What follows belongs to an exercise in optimizing a design on an open flow for small area; a production flow would make more cautious choices. In this exercise RTL edits were held to simulation tests only and were not proved equivalent to the original. Power figures rest on the tool's default switching activity, not on a simulated workload.

trial 78:
## mem_controller
module mem_controller #(
  parameter DATA_WIDTH  =  8,
  parameter READ_FLAG_LENGTH   = 6,
  parameter READ_REQ_ACT_FLAG = 9'b000_000_111,
  parameter READ_REQ_ACT = 9'b000_000_001,
  parameter ADDR_WIDTH = 4,
  parameter PARALLEL_WIDTH = DATA_WIDTH * 9 , 
  parameter SHIFT_WIDTH = DATA_WIDTH*3,
  parameter NUM_BLOCK = ( 16 / 3 + 1 ) * ( 16 / 3 + 1 ), 
  parameter BLOCK_ADDR_WIDTH = (
(NUM_BLOCK) <= (1<<0) ? 0 : (NUM_BLOCK) <= (1<<1) ? 1 :
(NUM_BLOCK) <= (1<<2) ? 2 : (NUM_BLOCK) <= (1<<3) ? 3 :
(NUM_BLOCK) <= (1<<4) ? 4 : (NUM_BLOCK) <= (1<<5) ? 5 :
(NUM_BLOCK) <= (1<<6) ? 6 : (NUM_BLOCK) <= (1<<7) ? 7 :
(NUM_BLOCK) <= (1<<8) ? 8 : (NUM_BLOCK) <= (1<<9) ? 9 :
(NUM_BLOCK) <= (1<<10) ? 10 : (NUM_BLOCK) <= (1<<11) ? 11 :
(NUM_BLOCK) <= (1<<12) ? 12 : (NUM_BLOCK) <= (1<<13) ? 13 :
(NUM_BLOCK) <= (1<<14) ? 14 : (NUM_BLOCK) <= (1<<15) ? 15 :
(NUM_BLOCK) <= (1<<16) ? 16 : (NUM_BLOCK) <= (1<<17) ? 17 :
(NUM_BLOCK) <= (1<<18) ? 18 : (NUM_BLOCK) <= (1<<19) ? 19 :
(NUM_BLOCK) <= (1<<20) ? 20 : (NUM_BLOCK) <= (1<<21) ? 21 :
(NUM_BLOCK) <= (1<<22) ? 22 : (NUM_BLOCK) <= (1<<23) ? 23 :
(NUM_BLOCK) <= (1<<24) ? 24 : (NUM_BLOCK) <= (1<<25) ? 25 :
(NUM_BLOCK) <= (1<<26) ? 26 : (NUM_BLOCK) <= (1<<27) ? 27 :
(NUM_BLOCK) <= (1<<28) ? 28 : (NUM_BLOCK) <= (1<<29) ? 29 :
(NUM_BLOCK) <= (1<<30) ? 30 : (NUM_BLOCK) <= (1<<31) ? 31 : 32) 
)(
	input	wire	                        clk,     
	input	wire	                        reset,   
  input                               wr_req_pflag,   
  input                               wr_data_pflag0,        
  input                               wr_data_pflag1,
  input                               wr_data_pflag2,
  input                               wr_data_pflag3,
  input                               wr_data_pflag4,
  input                               wr_data_pflag5,
  input                               wr_data_pflag6,
  input                               wr_data_pflag7,
  input                               wr_data_pflag8,
  input                               wr_req_p,
  input [ DATA_WIDTH       - 1 : 0 ]  wr_data_p0,        
  input [ DATA_WIDTH       - 1 : 0 ]  wr_data_p1,
  input [ DATA_WIDTH       - 1 : 0 ]  wr_data_p2,
  input [ DATA_WIDTH       - 1 : 0 ]  wr_data_p3,
  input [ DATA_WIDTH       - 1 : 0 ]  wr_data_p4,
  input [ DATA_WIDTH       - 1 : 0 ]  wr_data_p5,
  input [ DATA_WIDTH       - 1 : 0 ]  wr_data_p6,
  input [ DATA_WIDTH       - 1 : 0 ]  wr_data_p7,
  input [ DATA_WIDTH       - 1 : 0 ]  wr_data_p8,
  input                               wr_req_sflag,
  input [ 16        - 1 : 0 ]  wr_data_sflag,
  input                               wr_req_s,
  input [ DATA_WIDTH       - 1 : 0 ]  wr_data_s,
  input                               mode,   
  input                               start,
  output reg                          en,
  output [ PARALLEL_WIDTH   - 1 : 0 ] parallel_out,
  output [ DATA_WIDTH       - 1 : 0 ] serial_out,
  output [ 4 - 1 : 0 ] act_index,
  output [ 2 - 1 : 0 ] wei_index,  
  output [ 4     : 0 ] row_index,
  output [ 4 - 1 : 0 ] row_val_num,  
  output                              zero_flag,   
  input  [ 4 - 1 : 0 ] cnt,
  input                               row_finish_done_0,  
  input                               row_finish_done_1,   
  input                               row_cal_done
);
Size in the first run: about 14000 cells after synthesis.
clock: 10.0 ns
lec_check: 0
cap_margin: 20
core_margin: 2
core_utilization: 50
cts_buf_list: sky130_fd_sc_hd__clkbuf_8
cts_cluster_diameter: 40
cts_cluster_size: 18
place_density: 0.65
slew_margin: 20
synth_hierarchical: 1
run.sh (not shown) runs the stock make flow with config.mk's settings and CLKGATE_MAP_FILE= SYNTH_SCRIPT=/design/flow/synth_recipe.tcl, a recipe that flattens the netlist after the stock synthesis.
### trial 78 -> trial 90
- swapping 20 for 10 in CAP_MARGIN
- swapping 20 for 10 in SLEW_MARGIN
==> flow/flow/run.sh (new file) <==
#!/bin/bash
# The standard layout (the standard.sh, unchanged synthesis, floorplan,
# placement and routing), except that clock tree synthesis inserts no dummy
# loads. CTS_ARGS replaces the CTS options built from CTS_BUF_LIST,
# CTS_CLUSTER_SIZE and CTS_CLUSTER_DIAMETER, so it repeats them.
set -euo pipefail
CTS="-sink_clustering_enable -repair_clock_nets"
CTS="$CTS -sink_clustering_size ${CLUSTER_SIZE:-18} -sink_clustering_max_diameter ${CLUSTER_DIAMETER:-40}"
CTS="$CTS -buf_list sky130_fd_sc_hd__clkbuf_8 -dont_use_dummy_load"
bash standard.sh "CTS_ARGS=$CTS" finish > standard.log 2>&1
==> flow/standard.sh (new file) <==
#!/bin/bash
# synth_recipe.tcl (not shown) runs the flow's synth.tcl, then flattens the netlist and writes it again
# the make line also repeats each setting of config.mk as NAME=value (left out here)
make -C /OpenROAD-flow-scripts/flow DESIGN_CONFIG=/design/flow/config.mk WORK_HOME=/design/flow/orfs CLKGATE_MAP_FILE= SYNTH_SCRIPT=/design/flow/synth_recipe.tcl "${@:-finish}"
removed: flow/run.sh
==> comparison <==
Apart from trial 90, each of trial 78 and trial 90 ends the flow with a layout that passes the timing, design-rule and antenna checks. Going from trial 78 to trial 90, met1 track utilization from global routing shrinks by 0.25 points. Measured against each other, trial 78 and trial 90 differ in leakage power of the design, the lower figure coming from trial 90. On placed instance count, trial 78 tracks trial 90 almost exactly. Critical path launch point = row_act_flag_reg[14]$_SDFF_PP0_: trial 78; critical path launch point = row_act_flag_reg[1]$_SDFF_PP0_: trial 90.

==> port drivers added, routing unchanged <==
The flow's constraints put no driver on any port. The routed layouts listed below were extracted and timed again, unchanged, in two steps. Step 1 (the two cells are an assumption about what drives the block):
set clk [get_ports {clk}]
set_driving_cell -lib_cell sky130_fd_sc_hd__clkbuf_16 $clk
set_driving_cell -lib_cell sky130_fd_sc_hd__buf_2 [delete_from_list [all_inputs] $clk]
Step 2 moves the port delays by t, midway between the first and last clock arrival at a register: inputs arrive t later, outputs are due t later. That takes back most of the time a late clock gives input paths. Slacks: no drivers / after step 1 / after step 2; pairs: no drivers / after step 1.
run	shift t [ns]	setup slack, ns	hold slack, ns
trial 78	1.424	0.786 / 0.786 / 0.786	0.366 / 0.366 / 0.366
trial 90	1.400	0.972 / 0.972 / 0.972	0.361 / 0.361 / 0.361
